This is an optimization exercise on Yosys and OpenROAD, whose aim is small area, a short achievable clock period and few clock cycles, not a production implementation.
RTL that was checked went through simulation tests only; none was proved equivalent to the original.
The RTL of runs 2 and 3 was laid out without a check of its function.
The flow treats the clock pin as an ideal source, which a real chip does not have.

==> flow/flow/run.sh <==
#!/bin/bash
# The standard layout (standard.sh, with the standard synthesis), changed
# only in how hard and with what it optimises:
#  - ports buffered with buf_2,
#  - clock tree sinks clustered by up to 30 within 100 um, no dummy loads,
#  - timing repair aiming for 6.95 ns of setup slack,
#  - after CTS, the flip-flops that drive output ports get drive strength 2.
# The tools' full output goes to standard.log here and to orfs/logs/.
set -euo pipefail
bash standard.sh BUFFER_PORTS_ARGS="-buffer_cell sky130_fd_sc_hd__buf_2" \
  CTS_ARGS="-sink_clustering_enable -repair_clock_nets -sink_clustering_size 30 -sink_clustering_max_diameter 100 -dont_use_dummy_load -sink_clustering_levels 1" \
  SETUP_SLACK_MARGIN=6.95 POST_CTS_TCL="$PWD/flow/post_cts.tcl" POST_GLOBAL_ROUTE_TCL="$PWD/flow/post_grt.tcl" finish > standard.log 2>&1
==> flow/flow/post_cts.tcl <==
# Give each flip-flop that drives an output port's buffer a stronger drive.
proc upsize_output_flops {strength} {
  set db [ord::get_db]
  set block [ord::get_db_block]
  set n 0
  foreach bt [$block getBTerms] {
    if {[$bt getIoType] != "OUTPUT"} { continue }
    set net [$bt getNet]
    if {$net == "NULL"} { continue }
    foreach it [$net getITerms] {
      if {![$it isOutputSignal]} { continue }
      set buf [$it getInst]
      foreach bit [$buf getITerms] {
        if {![$bit isInputSignal]} { continue }
        set bnet [$bit getNet]
        if {$bnet == "NULL"} { continue }
        foreach dit [$bnet getITerms] {
          if {![$dit isOutputSignal]} { continue }
          set inst [$dit getInst]
          set master [[$inst getMaster] getName]
          if {[regexp {^(sky130_fd_sc_hd__df\w+)_1$} $master -> base]} {
            set new [$db findMaster ${base}_$strength]
            if {$new != "NULL"} {
              $inst swapMaster $new
              incr n
            }
          }
        }
      }
    }
  }
  puts "upsize: $n output flip-flops to drive $strength"
}

upsize_output_flops 2

# Downsize gates off the critical paths, keeping the setup margin the flow aims for.
estimate_parasitics -placement
repair_timing -recover_power 100 -setup_margin $::env(SETUP_SLACK_MARGIN) -verbose
detailed_placement
==> flow/flow/post_grt.tcl <==
# Downsize gates off the critical paths again on global-route parasitics,
# keeping the setup margin the flow aims for, and reroute what changed.
global_route -start_incremental
estimate_parasitics -global_routing
repair_timing -recover_power 100 -setup_margin $::env(SETUP_SLACK_MARGIN) -verbose
global_route -end_incremental
==> flow/standard.sh <==
#!/bin/bash
# synth_recipe.tcl (not shown) runs the flow's synth.tcl, then flattens the netlist and writes it again
# the make line also repeats each setting of config.mk as NAME=value (left out here)
make -C /OpenROAD-flow-scripts/flow DESIGN_CONFIG=/design/flow/config.mk WORK_HOME=/design/flow/orfs CLKGATE_MAP_FILE= SYNTH_SCRIPT=/design/flow/synth_recipe.tcl "${@:-finish}"
==> flow/config.mk <==
export PLATFORM = sky130hd
export DESIGN_NAME = median_fliter
export DESIGN_NICKNAME = median_fliter
export VERILOG_FILES = /design/flow/design.v
export SDC_FILE = /design/flow/constraint.sdc
export NUM_CORES = 4
export LEC_CHECK = 0
export CAP_MARGIN = 20
export CORE_MARGIN = 2
export CORE_UTILIZATION = 65
export PLACE_DENSITY = 0.75
export SLEW_MARGIN = 20
==> flow/constraint.sdc <==
create_clock -name core_clock -period 10.0 [get_ports {clk}]
set_input_delay 2.0000 -clock core_clock [delete_from_list [all_inputs] [get_ports {clk}]]
set_output_delay 2.0000 -clock core_clock [all_outputs]
set_load 0.01 [all_outputs]
==> flow/design.v <==
module median_fliter(
  input                  clk,
  input                  rst,
  input               enable,
  input  [7:0]     RAM_IMG_Q,
  input  [7:0]     RAM_OUT_Q,
  output          RAM_IMG_OE,
  output          RAM_IMG_WE,
  output [15:0]    RAM_IMG_A,
  output [7:0]     RAM_IMG_D,
  output          RAM_OUT_OE,
  output          RAM_OUT_WE,
  output [15:0]    RAM_OUT_A,
  output [7:0]     RAM_OUT_D,
  output                done
);
  localparam LK = 3;             
  localparam K  = 1 << LK;       
  localparam L  = K + 2;         
  localparam [3:0] RI_LAST = L - 1;
  reg        go;         
  reg        running;    
  reg        oe;         
  reg        first;      
  reg        flush;      
  reg  [7:0] rrow;       
  reg  [7:0] rcol;       
  reg  [3:0] ri;         
  reg        ri_last;    
  reg        done_reg;
  reg  [4:0] vp;         
  wire row_pad  = ((ri == 4'd0) & (rrow == 8'd255)) | (ri_last & (rrow == 8'd0));
  always @(posedge clk, posedge rst) begin
    if (rst) begin
      go      <= 1'b0;
      running <= 1'b0;
      oe      <= 1'b0;
    end else begin
      go <= enable & ~running & ~go;
      if (go) begin
        running <= 1'b1;
        oe      <= 1'b1;
      end else if (ri_last) begin
        if (rcol == 8'd255 && rrow == 8'd0) oe <= 1'b0;    
        if (flush) running <= 1'b0;
      end
    end
  end
  always @(posedge clk) begin
    if (go) begin
      first <= 1'b1;
      flush <= 1'b0;
      rrow  <= 8'd255;
      rcol  <= 8'd0;
      ri      <= 4'd0;
      ri_last <= 1'b0;
    end else if (!ri_last) begin
      ri      <= ri + 4'd1;
      ri_last <= (ri == RI_LAST - 4'd1);
      rrow <= rrow + 8'd1;
    end else begin
      ri      <= 4'd0;
      ri_last <= 1'b0;
      first   <= 1'b0;
      rcol  <= rcol + 8'd1;
      if (rcol == 8'd255) begin
        rrow <= rrow - 8'd1;
        if (rrow == 8'd0) flush <= 1'b1;
      end else begin
        rrow <= rrow - RI_LAST;
      end
    end
  end
  wire v0  = running & ~first & (ri >= 4'd2);   
  wire mn0 = (rcol == 8'd0);                    
  reg       pad1;
  reg [1:0] mn;
  always @(posedge clk, posedge rst) begin
    if (rst) vp <= 5'd0;
    else     vp <= {vp[3:0], v0};
  end
  always @(posedge clk) begin
    pad1 <= row_pad;
    mn   <= {mn[0], mn0};
  end
  reg [7:0] din;
  reg [7:0] dl [1:2*L];
  integer k;
  always @(posedge clk) begin
    din     <= RAM_IMG_Q & {8{~pad1}};
    dl[1]   <= din;
    for (k = 2; k <= 2*L; k = k + 1) dl[k] <= dl[k-1];
    dl[L+1] <= dl[L] & {8{~mn[1]}};
  end
  wire [7:0] ta = dl[2*L];                  
  wire [7:0] tb = dl[L];                    
  wire [7:0] tc = din & {8{~mn[1]}};        
  function gt8(input [7:0] a, input [7:0] b);
    reg [7:0] g, p;
    reg [3:0] g1, p1;
    reg [1:0] g2, p2;
    integer i;
    begin
      g = a & ~b;
      p = a | ~b;
      for (i = 0; i < 4; i = i + 1) begin
        g1[i] = g[2*i+1] | (p[2*i+1] & g[2*i]);
        p1[i] = p[2*i+1] & p[2*i];
      end
      for (i = 0; i < 2; i = i + 1) begin
        g2[i] = g1[2*i+1] | (p1[2*i+1] & g1[2*i]);
        p2[i] = p1[2*i+1] & p1[2*i];
      end
      gt8 = g2[1] | (p2[1] & g2[0]);
    end
  endfunction
  function [7:0] max3(input [7:0] a, input [7:0] b, input [7:0] c);
    reg x, y, z;
    begin
      x = gt8(a, b);
      y = gt8(b, c);
      z = gt8(a, c);
      max3 = (x & z) ? a : (~x & y) ? b : c;
    end
  endfunction
  function [7:0] min3(input [7:0] a, input [7:0] b, input [7:0] c);
    reg x, y, z;
    begin
      x = gt8(a, b);
      y = gt8(b, c);
      z = gt8(a, c);
      min3 = (~x & ~z) ? a : (x & ~y) ? b : c;
    end
  endfunction
  function [7:0] med3(input [7:0] a, input [7:0] b, input [7:0] c);
    reg x, y, z;
    begin
      x = gt8(a, b);
      y = gt8(b, c);
      z = gt8(a, c);
      med3 = (x ^ z) ? a : (x ^ y) ? c : b;
    end
  endfunction
  reg [7:0] lo0, md0, hi0, lo1, md1, hi1, md2, lo12, hi12;
  always @(posedge clk) begin
    lo0  <= min3(ta, tb, tc);
    md0  <= med3(ta, tb, tc);
    hi0  <= max3(ta, tb, tc);
    lo1  <= lo0;  md1 <= md0;  hi1 <= hi0;
    md2  <= md1;
    lo12 <= gt8(lo0, lo1) ? lo0 : lo1;
    hi12 <= gt8(hi0, hi1) ? hi1 : hi0;
  end
  reg [7:0] mxlo, mdmd, mnhi, dout;
  always @(posedge clk) begin
    mxlo <= gt8(lo12, lo0) ? lo12 : lo0;
    mdmd <= med3(md0, md1, md2);
    mnhi <= gt8(hi12, hi0) ? hi0 : hi12;
    dout <= med3(mxlo, mdmd, mnhi);
  end
  wire we = vp[4];
  reg [15:0] wa;      
  reg        wlast;   
  always @(posedge clk) begin
    if (go) begin
      wa    <= 16'hffff;
      wlast <= 1'b0;
    end else if (vp[3]) begin
      wa    <= wa + 16'd1;
      wlast <= (wa == 16'hfffe);
    end
  end
  always @(posedge clk, posedge rst) begin
    if (rst) done_reg <= 1'b0;
    else if (enable && !running) done_reg <= 1'b0;
    else if (we && wlast) done_reg <= 1'b1;
  end
  assign RAM_IMG_OE = oe;
  assign RAM_IMG_WE = 1'b0;
  assign RAM_IMG_A  = {rrow, rcol};
  assign RAM_IMG_D  = 8'd0;
  assign RAM_OUT_OE = 1'b0;
  assign RAM_OUT_WE = we;
  assign RAM_OUT_A  = {wa[15:8+LK], wa[LK-1:0], wa[7+LK:LK]};
  assign RAM_OUT_D  = dout;
  assign done       = done_reg;
endmodule
==> results.sh, run 1 <==
export IMPL_overflow=0
export IMPL_gp_congestion=0.845
export IMPL_syn_to_final_growth_pct=6.66
export IMPL_drtPass1Iterations=5
export IMPL_cts_sinks=324
export IMPL_drive_gt1_share_pct=7.52
export IMPL_maxCapViolations=0
export IMPL_io_pins=72
export IMPL_reg2reg_to="hi0[7]"
export IMPL_top_register="dl"
export IMPL_critPathMaxStageDelay_ns=0.97
export IMPL_drtIter0Drc=418
export IMPL_critPathMaxFanout=32
export IMPL_synthTopCellsByArea="dfxtp_1 (59%), inv_1 (2.9%), nand2b_1 (2.8%)"
export IMPL_postRouteAntennaNets=0
export IMPL_core_area_mm2=0.0159
export IMPL_yosysWarnings=2
export IMPL_cts_tree="yes"
export IMPL_die_y_um=132
export IMPL_synth_area_leader_cell="dfxtp_1"
export IMPL_yosysMostFrequentCell="dfxtp_1"
export IMPL_syn_avg_cell_area_um2=11.1
export IMPL_finalCriticalPeriod_ns=3.51
export IMPL_tns_ns=0
export IMPL_slew_headroom_pct=23.2
export IMPL_cp_required_ns=10.35
export IMPL_via_per_inst=5.38
export IMPL_cp_endpoint="hi0[7]"
export IMPL_max_freq_mhz=285
export IMPL_dp_hpwl_um=12500
export IMPL_synth_common_cells="dfxtp_1 (315), inv_1 (81), nand2b_1 (48), a21oi_1 (41), nor2_1 (39)"
export IMPL_start_util_pct=66.8
export IMPL_report_final_slew_viol_count=0
export IMPL_synth_flop_cell="dfxtp_1"
export IMPL_yosysUniqueCellTypes=72
export IMPL_clk_pin_slew_ns=0.10
export IMPL_grt_max_degree=33
export IMPL_cp_end_kind="flip-flop"
export IMPL_vias=6602
export IMPL_die_width_um=132
export IMPL_arrival_ns=3.86
export IMPL_routed_wl_um=17600
export IMPL_synth_area_mm2=0.0107
export IMPL_grt_pass1_wl_um=28500
export IMPL_final_net_count=1045
export IMPL_ys_seq_area_share_pct=61.3
export IMPL_worstMarginPinSlew_ns=1.15
export IMPL_period_share_pct=35.1
export IMPL_drc=0
export IMPL_ff2ff_setup_slack_ns=6.49
export IMPL_crit_start="mn[1]"
export IMPL_numPortBuffers=53
export IMPL_fin_ws_ns=6.49
export IMPL_rows=46
export IMPL_track_usage_pct=19.7
export IMPL_synth_seq_cells=324
export IMPL_startpoint_type="flip-flop"
export IMPL_fin_worst_skew_ns=0.0513
export IMPL_fill_cells=1237
export IMPL_clock_latency_ns=0.50
export IMPL_die_area_mm2=0.0174
export IMPL_reg2reg_depth=8
export IMPL_antenna_found_initial=0
export IMPL_synthCells=960
export IMPL_antennaDiodeCount=0
export IMPL_largest_reg_flops=160
export IMPL_final_util_pct=71.3
export IMPL_outcome="complete, no violations"
export IMPL_path_class="reg2reg"
export IMPL_synth_edff_count=0
export IMPL_first_global_vias=6055
export IMPL_synth_top_area_share_pct=59.2
export IMPL_reg_top3="dl: 160 flops, wa: 16 flops"
export IMPL_finalSetupViolations=0
export IMPL_ys_async_sr_fraction_pct=2.78
export IMPL_hp_class="reg2reg"
export IMPL_dp_slack_ns=6.81
export IMPL_worst_path_max_delay_cell="dfxtp_1"
export IMPL_hold_viol=0
export IMPL_r2r_start="mn[1]"
export IMPL_wl_per_cell_um=14.3
export IMPL_path_cells="nor2b_1 > a21boi_0 > a2111oi_0 > o22ai_1 > and2_0 > nor2_1 > or2_0 > o21ai_0"
layout by cell type, fill, tap and decap left out, drive strengths merged, types with 32 or more instances in the layout:
cell,Yosys,layout
a21oi,41,41
buf,14,32
clkbuf,14,37
dfxtp,315,315
inv,84,84
maj3,33,33
nand2,35,35
nand2b,48,48
nor2,40,40
o21ai,44,44
metrics by stage:
stage | area, µm² | hold slack, ns | cells
after floorplan | 10700 | 0.310 | 969
after global placement | 11100 | 0.310 | 1212
after detailed placement | 11100 | 0.312 | 1212
final | 11400 | 0.305 | 1226
worst min-delay path by stage:
stage                         start        end  slack (ns)  depth (start not counted)
after floorplan            dl[9][0]  dl[10][0]        0.31                          0
after global placement     dl[7][5]   dl[8][5]        0.31                          0
after detailed placement  dl[12][7]  dl[13][7]        0.31                          0
final                      dl[3][7]   dl[4][7]        0.31                          0
cell type report:
type	count	area, µm²	share of cell area [%]
flip-flops and latches	324	6540	57.6
inverters	85	319	2.81
repair buffers	55	249	2.19
clock buffers	14	350	3.08
well taps	216	270	2.38
multi-input cells	532	3630	32.0
worst max-delay path: cells and delay by family (launching register included):
family | cells | cell delay [ns]
flops | 1 | 0.97
compound gates | 4 | 0.81
simple gates | 4 | 1.59
routing by layer:
metal	up-vias	part of all wire, %	global-route usage [%]
li1	3359	-	-
met3	32	3.9	2.54
met4	0	2.2	4.59
met5	-	0	0
met1	3070	49	27.9
met2	141	45	32.6
cells by family after synthesis:
| group | synth area share [%] |
|---|---|
| flops | 61.3 |
| simple gates | 11.3 |
| compound gates | 12.3 |
| buf+inv | 4.40 |
| fa+ha+maj | 4.94 |
| mux | 3.37 |
| xor+xnor | 2.44 |
| other cells | 0.0352 |
Testbench counts, summed over its fixed seeds: cycles 327,748.
==> run 2: changes to the inputs <==
--- a/flow/design.v
+++ b/flow/design.v
@@ -28,7 +28,7 @@
   reg  [3:0] ri;         
   reg        ri_last;    
   reg        done_reg;
-  reg  [4:0] vp;         
+  reg  [3:0] vp;         
   wire row_pad  = ((ri == 4'd0) & (rrow == 8'd255)) | (ri_last & (rrow == 8'd0));
   always @(posedge clk, posedge rst) begin
     if (rst) begin
@@ -76,8 +76,8 @@
   reg       pad1;
   reg [1:0] mn;
   always @(posedge clk, posedge rst) begin
-    if (rst) vp <= 5'd0;
-    else     vp <= {vp[3:0], v0};
+    if (rst) vp <= 4'd0;
+    else     vp <= {vp[2:0], v0};
   end
   always @(posedge clk) begin
     pad1 <= row_pad;
@@ -92,9 +92,6 @@
     for (k = 2; k <= 2*L; k = k + 1) dl[k] <= dl[k-1];
     dl[L+1] <= dl[L] & {8{~mn[1]}};
   end
-  wire [7:0] ta = dl[2*L];                  
-  wire [7:0] tb = dl[L];                    
-  wire [7:0] tc = din & {8{~mn[1]}};        
   function gt8(input [7:0] a, input [7:0] b);
     reg [7:0] g, p;
     reg [3:0] g1, p1;
@@ -114,24 +111,6 @@
       gt8 = g2[1] | (p2[1] & g2[0]);
     end
   endfunction
-  function [7:0] max3(input [7:0] a, input [7:0] b, input [7:0] c);
-    reg x, y, z;
-    begin
-      x = gt8(a, b);
-      y = gt8(b, c);
-      z = gt8(a, c);
-      max3 = (x & z) ? a : (~x & y) ? b : c;
-    end
-  endfunction
-  function [7:0] min3(input [7:0] a, input [7:0] b, input [7:0] c);
-    reg x, y, z;
-    begin
-      x = gt8(a, b);
-      y = gt8(b, c);
-      z = gt8(a, c);
-      min3 = (~x & ~z) ? a : (x & ~y) ? b : c;
-    end
-  endfunction
   function [7:0] med3(input [7:0] a, input [7:0] b, input [7:0] c);
     reg x, y, z;
     begin
@@ -141,31 +120,41 @@
       med3 = (x ^ z) ? a : (x ^ y) ? c : b;
     end
   endfunction
-  reg [7:0] lo0, md0, hi0, lo1, md1, hi1, md2, lo12, hi12;
+  wire [7:0] ta = dl[2*L];
+  wire [7:0] tb = dl[L];
+  wire [7:0] tc = din & {8{~mn[1]}};
+  wire [7:0] nc = RAM_IMG_Q & {8{~pad1 & ~mn[0]}};    
+  reg        ab, bc, ac;                              
   always @(posedge clk) begin
-    lo0  <= min3(ta, tb, tc);
-    md0  <= med3(ta, tb, tc);
-    hi0  <= max3(ta, tb, tc);
-    lo1  <= lo0;  md1 <= md0;  hi1 <= hi0;
+    ab <= gt8(dl[2*L-1], dl[L-1]);
+    bc <= gt8(dl[L-1], nc);
+    ac <= gt8(dl[2*L-1], nc);
+  end
+  wire [7:0] s_lo = (~ab & ~ac) ? ta : (ab & ~bc) ? tb : tc;
+  wire [7:0] s_md = (ab ^ ac) ? ta : (ab ^ bc) ? tc : tb;
+  wire [7:0] s_hi = (ab & ac) ? ta : (~ab & bc) ? tb : tc;
+  reg [7:0] lo1, md1, hi1, md2, lo12, hi12;
+  always @(posedge clk) begin
+    lo1  <= s_lo;  md1 <= s_md;  hi1 <= s_hi;
     md2  <= md1;
-    lo12 <= gt8(lo0, lo1) ? lo0 : lo1;
-    hi12 <= gt8(hi0, hi1) ? hi1 : hi0;
+    lo12 <= gt8(s_lo, lo1) ? s_lo : lo1;
+    hi12 <= gt8(s_hi, hi1) ? hi1 : s_hi;
   end
   reg [7:0] mxlo, mdmd, mnhi, dout;
   always @(posedge clk) begin
-    mxlo <= gt8(lo12, lo0) ? lo12 : lo0;
-    mdmd <= med3(md0, md1, md2);
-    mnhi <= gt8(hi12, hi0) ? hi0 : hi12;
+    mxlo <= gt8(lo12, s_lo) ? lo12 : s_lo;
+    mdmd <= med3(s_md, md1, md2);
+    mnhi <= gt8(hi12, s_hi) ? s_hi : hi12;
     dout <= med3(mxlo, mdmd, mnhi);
   end
-  wire we = vp[4];
+  wire we = vp[3];
   reg [15:0] wa;      
   reg        wlast;   
   always @(posedge clk) begin
     if (go) begin
       wa    <= 16'hffff;
       wlast <= 1'b0;
-    end else if (vp[3]) begin
+    end else if (vp[2]) begin
       wa    <= wa + 16'd1;
       wlast <= (wa == 16'hfffe);
     end
==> flow/flow/run.sh (replaced) <==
#!/bin/bash
# The standard layout (the standard.sh, standard synthesis) with: ports
# buffered by buf_4, clock tree sinks clustered by 30 without dummy loads, and
# after CTS the flip-flops that drive output ports given drive strength 2.
set -euo pipefail
bash standard.sh BUFFER_PORTS_ARGS="-buffer_cell sky130_fd_sc_hd__buf_2" \
  CTS_ARGS="-sink_clustering_enable -repair_clock_nets -sink_clustering_size 30 -sink_clustering_max_diameter 100 -dont_use_dummy_load -sink_clustering_levels 1" \
  SETUP_SLACK_MARGIN=6.95 POST_CTS_TCL="$PWD/flow/post_cts.tcl" finish > standard.log 2>&1
--- a/flow/flow/post_cts.tcl
+++ b/flow/flow/post_cts.tcl
@@ -33,8 +33,3 @@
 }
 
 upsize_output_flops 2
-
-# Downsize gates off the critical paths, keeping the setup margin the flow aims for.
-estimate_parasitics -placement
-repair_timing -recover_power 100 -setup_margin $::env(SETUP_SLACK_MARGIN) -verbose
-detailed_placement
removed: flow/flow/post_grt.tcl
==> run 2 against run 1 <==
Flip-flop and latch count is 22 lower; via count grew 13%; wire length is 20% higher; sequential share of layout area shrank 7.8 points; first-iteration DRC count fell by 3.6%; worst hold slack got worse by 0.0028 ns; design area is 9.1% higher; core utilization rose by 4.3 points; non-clock buffer count up 40; largest cell class unchanged; maximum frequency grew 6.0%; critical endpoint is now bc; clock-buffer cell count stayed put; still clean.
==> results.sh, run 2 <==
export IMPL_slew_headroom_pct=44.6
export IMPL_hold_path_startpoint="vp[1]"
export IMPL_rsz0062_at_grt="true"
export IMPL_core_area_mm2=0.0164
export IMPL_final_cell_mix="dfxtp_1 (250), inv_1 (92), nor2_1 (64)"
export IMPL_stdcell_count=1340
export IMPL_r2r_start="ab"
export IMPL_grt_pass1_wl_um=33900
export IMPL_largest_reg_flops=160
export IMPL_finalSetupViolations=0
export IMPL_wl_per_cell_um=15.8
export IMPL_cp_end_kind="flip-flop"
export IMPL_synthTopCellsByArea="dfxtp_1 (55%), inv_1 (3.3%), nor2_1 (2.2%)"
export IMPL_drive_gt1_share_pct=22.9
export IMPL_critPathMaxStageDelay_ns=0.34
export IMPL_numPortBuffers=53
export IMPL_final_net_count=1159
export IMPL_yosysUniqueCellTypes=83
export IMPL_hp_class="reg2reg"
export IMPL_grt_max_degree=33
export IMPL_max_freq_mhz=302
export IMPL_synth_top_area_share_pct=54.6
export IMPL_maxCapViolations=0
export IMPL_place_inst=1285
export IMPL_crit_top_cell="o21ai_1"
export IMPL_worst_path_buf_inv=1
export IMPL_overflow=0
export IMPL_tns_ns=0
export IMPL_synth_area_mm2=0.0108
export IMPL_ys_async_sr_fraction_pct=2.65
export IMPL_fin_worst_skew_ns=0.0572
export IMPL_via_per_inst=5.58
export IMPL_arrival_ns=3.70
export IMPL_cts_tree="yes"
export IMPL_drc=0
export IMPL_synth_seq_cells=302
export IMPL_rows=47
export IMPL_drtPass1Iterations=5
export IMPL_layout_commonest_cell="dfxtp_1"
export IMPL_syn_to_final_growth_pct=15.0
export IMPL_clock_latency_ns=0.49
export IMPL_register_area_mm2=0.00617
export IMPL_reg_top3="dl: 160 flops, wa: 16 flops"
export IMPL_ys_seq_area_share_pct=56.4
export IMPL_cp_top_family="compound AO/OA/AOI/OAI gates"
export IMPL_gp_congestion=0.880
export IMPL_routed_wl_um=21200
export IMPL_cp_required_ns=10.39
export IMPL_synth_flop_cell="dfxtp_1"
export IMPL_hold_viol=0
export IMPL_die_width_um=133
export IMPL_die_area_mm2=0.0176
export IMPL_synth_area_leader_cell="dfxtp_1"
export IMPL_drtIter0Drc=403
export IMPL_syn_avg_cell_area_um2=10.5
export IMPL_outcome="complete, no violations"
export IMPL_die_y_um=133
export IMPL_antenna_found_initial=0
export IMPL_startpoint_type="primary input"
export IMPL_postRouteAntennaNets=0
export IMPL_vias=7477
export IMPL_multi_input_area_mm2=0.00461
export IMPL_cts_sinks=302
export IMPL_synthCells=1031
export IMPL_crit_start="RAM_IMG_Q[1]"
export IMPL_dp_hpwl_um=14100
export IMPL_top_register="dl"
export IMPL_antennaDiodeCount=0
export IMPL_period_share_pct=33.1
export IMPL_worstMarginPinSlew_ns=0.823
export IMPL_finalCriticalPeriod_ns=3.31
export IMPL_clk_pin_slew_ns=0.11
export IMPL_final_util_pct=75.6
export IMPL_yosysWarnings=2
export IMPL_path_class="in2reg"
export IMPL_critPathMaxFanout=4
export IMPL_synth_edff_count=0
export IMPL_synth_common_cells="dfxtp_1 (294), inv_1 (96), nor2_1 (64), nand2_1 (50), a21oi_1 (47)"
export IMPL_report_final_slew_viol_count=0
export IMPL_yosysMostFrequentCell="dfxtp_1"
export IMPL_fill_cells=1160
export IMPL_path_cells="buf_6 > nor2b_4 > o21ai_1 > a221o_1 > o21ai_2 > a21oi_2 > maj3_2 > a211o_1 > a32oi_1 > o21ai_1"
export IMPL_worst_path_max_delay_cell="a221o_1"
export IMPL_first_global_vias=7002
export IMPL_track_usage_pct=23.4
export IMPL_io_pins=72
export IMPL_start_util_pct=65.7
run 2: path summary, 6_finish.rpt:
check	end	depth (start not counted)	slack, ns
max	bc	10	6.69
min in group asynchronous	running	2	1.45
min reg2reg	vp[2]	0	0.30
min	vp[2]	0	0.30
max reg2reg	mnhi[3]	12	6.86
max in group asynchronous	oe	2	8.25
run 2: routing by layer:
layer / global-route usage, % / wire (µm) / share of wire [%]
met2: 39.1 / 10100 / 47
met1: 31.1 / 9670 / 46
met4: 7.89 / 471 / 2.2
met3: 3.91 / 987 / 4.7
met5: 0 / 0 / 0
run 2: logic make-up (layout without fill, tap and decap cells):
| family | count (synthesis) | after routing | share of synthesized area [%] |
|---|---|---|---|
| fa+ha+maj | 44 | 44 | 4.71 |
| mux | 27 | 27 | 3.02 |
| other cells | 1 | 10 | 0.0348 |
| compound gates | 219 | 219 | 14.6 |
| flops | 302 | 302 | 56.4 |
| buf+inv | 126 | 206 | 4.88 |
| xor+xnor | 26 | 26 | 2.18 |
| simple gates | 286 | 286 | 14.1 |
run 2: final cells by class:
type,instances,share of cell area (%)
multi-input cells,612,37.2
well taps,220,2.22
inverters,97,2.97
repair buffers,95,5.04
flip-flops and latches,302,49.7
clock buffers,14,2.82
run 2: per-stage QoR:
step / instance area [µm²] / worst slack [ns] / hold WS [ns]
after detailed placement: 11200 / 6.15 / 0.312
after floorplan: 10800 / 6.38 / 0.310
after global routing: 12400 / 6.64 / 0.300
final: 12400 / 6.69 / 0.303
after global placement: 11200 / 6.17 / 0.310
run 2: worst reg2reg max path, stage by stage (launching register included):
cell,delay (ns)
dfxtp_2,0.38
inv_1,0.11
ha_4,0.21
or3b_1,0.38
a21o_1,0.22
a21oi_1,0.18
o21ai_1,0.14
o31ai_2,0.24
nor2_1,0.10
maj3_2,0.33
a221oi_4,0.28
buf_6,0.18
mux2_4,0.30
==> run 3: changes to the inputs <==
==> flow/flow/run.sh (replaced) <==
#!/bin/bash
# The standard layout (the standard.sh, standard synthesis) with: ports
# buffered by buf_4, clock tree sinks clustered by 30 without dummy loads, and
# after CTS the flip-flops that drive output ports given drive strength 2.
set -euo pipefail
bash standard.sh BUFFER_PORTS_ARGS="-buffer_cell sky130_fd_sc_hd__buf_4" \
  CTS_ARGS="-sink_clustering_enable -repair_clock_nets -sink_clustering_size 30 -sink_clustering_max_diameter 100 -dont_use_dummy_load -sink_clustering_levels 1" \
  SETUP_SLACK_MARGIN=6.95 POST_CTS_TCL="$PWD/flow/post_cts.tcl" finish > standard.log 2>&1
==> run 3 against run 2 <==
Via count fell by 1.1%; synthesized area did not move; core utilization rose by 0.13 points; maximum frequency down 0.38%; clock-buffer cell count did not move; design area is 0.17% higher; sequential share of layout area is 0.16 points lower; first-iteration DRC count grew 22%; worst hold slack lost 0.026 ns.
==> results.sh, run 3 <==
export IMPL_path_class="in2reg"
export IMPL_critPathMaxStageDelay_ns=0.37
export IMPL_die_area_mm2=0.0176
export IMPL_maxCapViolations=0
export IMPL_cts_tree="yes"
export IMPL_slew_headroom_pct=49.1
export IMPL_grt_max_degree=33
export IMPL_worst_path_max_delay_cell="a221o_1"
export IMPL_synth_flop_cell="dfxtp_1"
export IMPL_drc=0
export IMPL_r2r_start="ab"
export IMPL_hold_viol=0
export IMPL_clk_pin_slew_ns=0.10
export IMPL_whs_path_depth=0
export IMPL_wl_met3_um=881
export IMPL_top_register="dl"
export IMPL_hold_path_startpoint="dl[14][4]"
export IMPL_ys_seq_area_share_pct=56.4
export IMPL_overflow=0
export IMPL_drtIter0Drc=491
export IMPL_tns_ns=0
export IMPL_start_util_pct=65.7
export IMPL_wl_per_cell_um=15.8
export IMPL_yosysMostFrequentCell="dfxtp_1"
export IMPL_syn_avg_cell_area_um2=10.5
export IMPL_dp_hpwl_um=14200
export IMPL_finalSetupViolations=0
export IMPL_worst_path_buf_inv=1
export IMPL_synth_seq_cells=302
export IMPL_grt_pass1_wl_um=34700
export IMPL_outcome="complete, no violations"
export IMPL_stdcell_area_mm2=0.0124
export IMPL_max_freq_mhz=301
export IMPL_synth_common_cells="dfxtp_1 (294), inv_1 (96), nor2_1 (64), nand2_1 (50), a21oi_1 (47)"
export IMPL_routed_wl_um=21000
export IMPL_final_cell_mix="dfxtp_1 (251), inv_1 (92), buf_4 (76)"
export IMPL_ff2ff_setup_slack_ns=6.88
export IMPL_die_y_um=133
export IMPL_first_global_vias=7064
export IMPL_largest_reg_flops=160
export IMPL_final_net_count=1147
export IMPL_wl_met2_um=10100
export IMPL_synth_area_mm2=0.0108
export IMPL_finalCriticalPeriod_ns=3.33
export IMPL_vias=7398
export IMPL_via_per_inst=5.57
export IMPL_highest_layer="met4"
export IMPL_ys_async_sr_fraction_pct=2.65
export IMPL_fin_worst_skew_ns=0.0548
export IMPL_synthTopCellsByArea="dfxtp_1 (55%), inv_1 (3.3%), nor2_1 (2.2%)"
export IMPL_wl_met1_um=9660
export IMPL_gp_congestion=0.873
export IMPL_antennaDiodeCount=0
export IMPL_rows=47
export IMPL_synthCells=1031
export IMPL_critPathMaxFanout=3
export IMPL_hp_class="reg2reg"
export IMPL_reg2reg_depth=12
export IMPL_synth_edff_count=0
export IMPL_track_usage_pct=24.0
export IMPL_dpl_instance_area_mm2=0.0114
export IMPL_reg2reg_to="mnhi[3]"
export IMPL_drive_gt1_share_pct=21.8
export IMPL_rsz0062_at_grt="true"
export IMPL_numPortBuffers=53
export IMPL_arrival_ns=3.70
export IMPL_whs_ns=0.277
export IMPL_core_area_mm2=0.0164
export IMPL_path_cells="buf_6 > nor2b_4 > o21ai_1 > a221o_1 > o21ai_2 > a21oi_2 > maj3_2 > a211o_1 > a32oi_1 > o21ai_1"
export IMPL_drtPass1Iterations=5
export IMPL_report_final_slew_viol_count=0
export IMPL_crit_top_cell="o21ai_1"
export IMPL_reg_top3="dl: 160 flops, wa: 16 flops"
export IMPL_clock_latency_ns=0.49
export IMPL_cts_sinks=302
export IMPL_layout_commonest_cell="dfxtp_1"
export IMPL_hold_end="dl[15][4]"
export IMPL_io_pins=72
export IMPL_synth_area_leader_cell="dfxtp_1"
export IMPL_worstMarginPinSlew_ns=0.762
export IMPL_yosysWarnings=2
export IMPL_cp_required_ns=10.37
export IMPL_syn_to_final_growth_pct=15.2
export IMPL_startpoint_type="primary input"
export IMPL_postRouteAntennaNets=0
export IMPL_cp_end_kind="flip-flop"
export IMPL_cp_top_family="compound AO/OA/AOI/OAI gates"
export IMPL_die_width_um=133
export IMPL_synth_top_area_share_pct=54.6
export IMPL_period_share_pct=33.3
export IMPL_yosysUniqueCellTypes=83
export IMPL_antenna_found_initial=0
run 3: cell counts after synthesis:
Identical to the previous run, type by type.
run 3: cell type report:
cell class	count	area (µm²)
Inverter	97	370
Timing Repair Buffer	83	676
Multi-Input combinational cell	612	4590
Tap cell	220	275
Clock buffer	14	350
Fill cell	1111	3980
Sequential cell	302	6160
run 3: kinds of logic (layout without fill, tap and decap cells):
logic type / Yosys count / count (layout) / share of synthesized area (%)
AO/OA/AOI/OAI: 219 / 219 / 14.6
flip-flops: 302 / 302 / 56.4
XOR/XNOR: 26 / 26 / 2.18
multiplexers: 27 / 27 / 3.02
adder cells (fa/ha/maj): 44 / 44 / 4.71
other: 1 / 10 / 0.0348
buffers and inverters: 126 / 194 / 4.88
AND/OR/NAND/NOR: 286 / 286 / 14.1
run 3: worst max path at each step:
stage | startpoint | end | slack [ns] | cells after the start
2_1_floorplan | RAM_IMG_Q[1] | bc | 6.38 | 9
6_report | RAM_IMG_Q[1] | bc | 6.67 | 10
3_5_place_dp | RAM_IMG_Q[1] | bc | 6.14 | 10
5_1_grt | RAM_IMG_Q[1] | bc | 6.61 | 10
3_3_place_gp | RAM_IMG_Q[1] | bc | 6.18 | 10
run 3: metal layers:
metal | vias up | global-route usage [%]
met5 | - | 0
met2 | 168 | 40.5
met4 | 0 | 6.57
met1 | 3505 | 32.5
met3 | 30 | 3.45
li1 | 3695 | -
run 3: per-stage QoR:
step / std cells / worst slack [ns] / utilization [%]
after floorplan: 1040 / 6.38 / -
after global placement: 1285 / 6.18 / 69.2
after detailed placement: 1285 / 6.14 / 69.2
after global routing: 1328 / 6.61 / 75.7
final: 1328 / 6.67 / 75.7
run 3: worst reg2reg max path: stages, from the launching register on:
cell,delay [ns]
dfxtp_2,0.40
inv_2,0.08
ha_4,0.20
or3b_1,0.37
a21o_1,0.21
a21oi_1,0.16
o21ai_1,0.14
o31ai_2,0.27
nor2_1,0.09
maj3_2,0.33
a221oi_4,0.31
buf_12,0.16
mux2_4,0.29

==> what the ideal ports hide <==
The results above use ideal ports. As a check the final layouts listed here were re-extracted and re-timed, cells and wires unchanged. Step 1 assumes that a clkbuf_16 drives the clock port and a buf_2 every other input. Step 2 moves the port delays by t, midway between the first and last clock arrival at a register: inputs arrive t later, outputs are due t later. That takes back most of the time a late clock gives input paths. a / b / c = no drivers / after step 1 / after step 2; a / b = the first two.
run	t (ns)	setup WS [ns]	worst setup path after step 2	clock arrival spread, ns
run 1	0.512	6.488 / 6.488 / 6.488	register to register	0.051 / 0.052
run 2	0.510	6.686 / 6.690 / 6.181	input to register	0.063 / 0.063
run 3	0.510	6.674 / 6.676 / 6.166	input to register	0.060 / 0.060
After both steps every run listed still meets setup and hold. For run 3, which loses most, drivers alone change the setup slack by +0.002 ns; drivers and shift together by -0.508 ns.
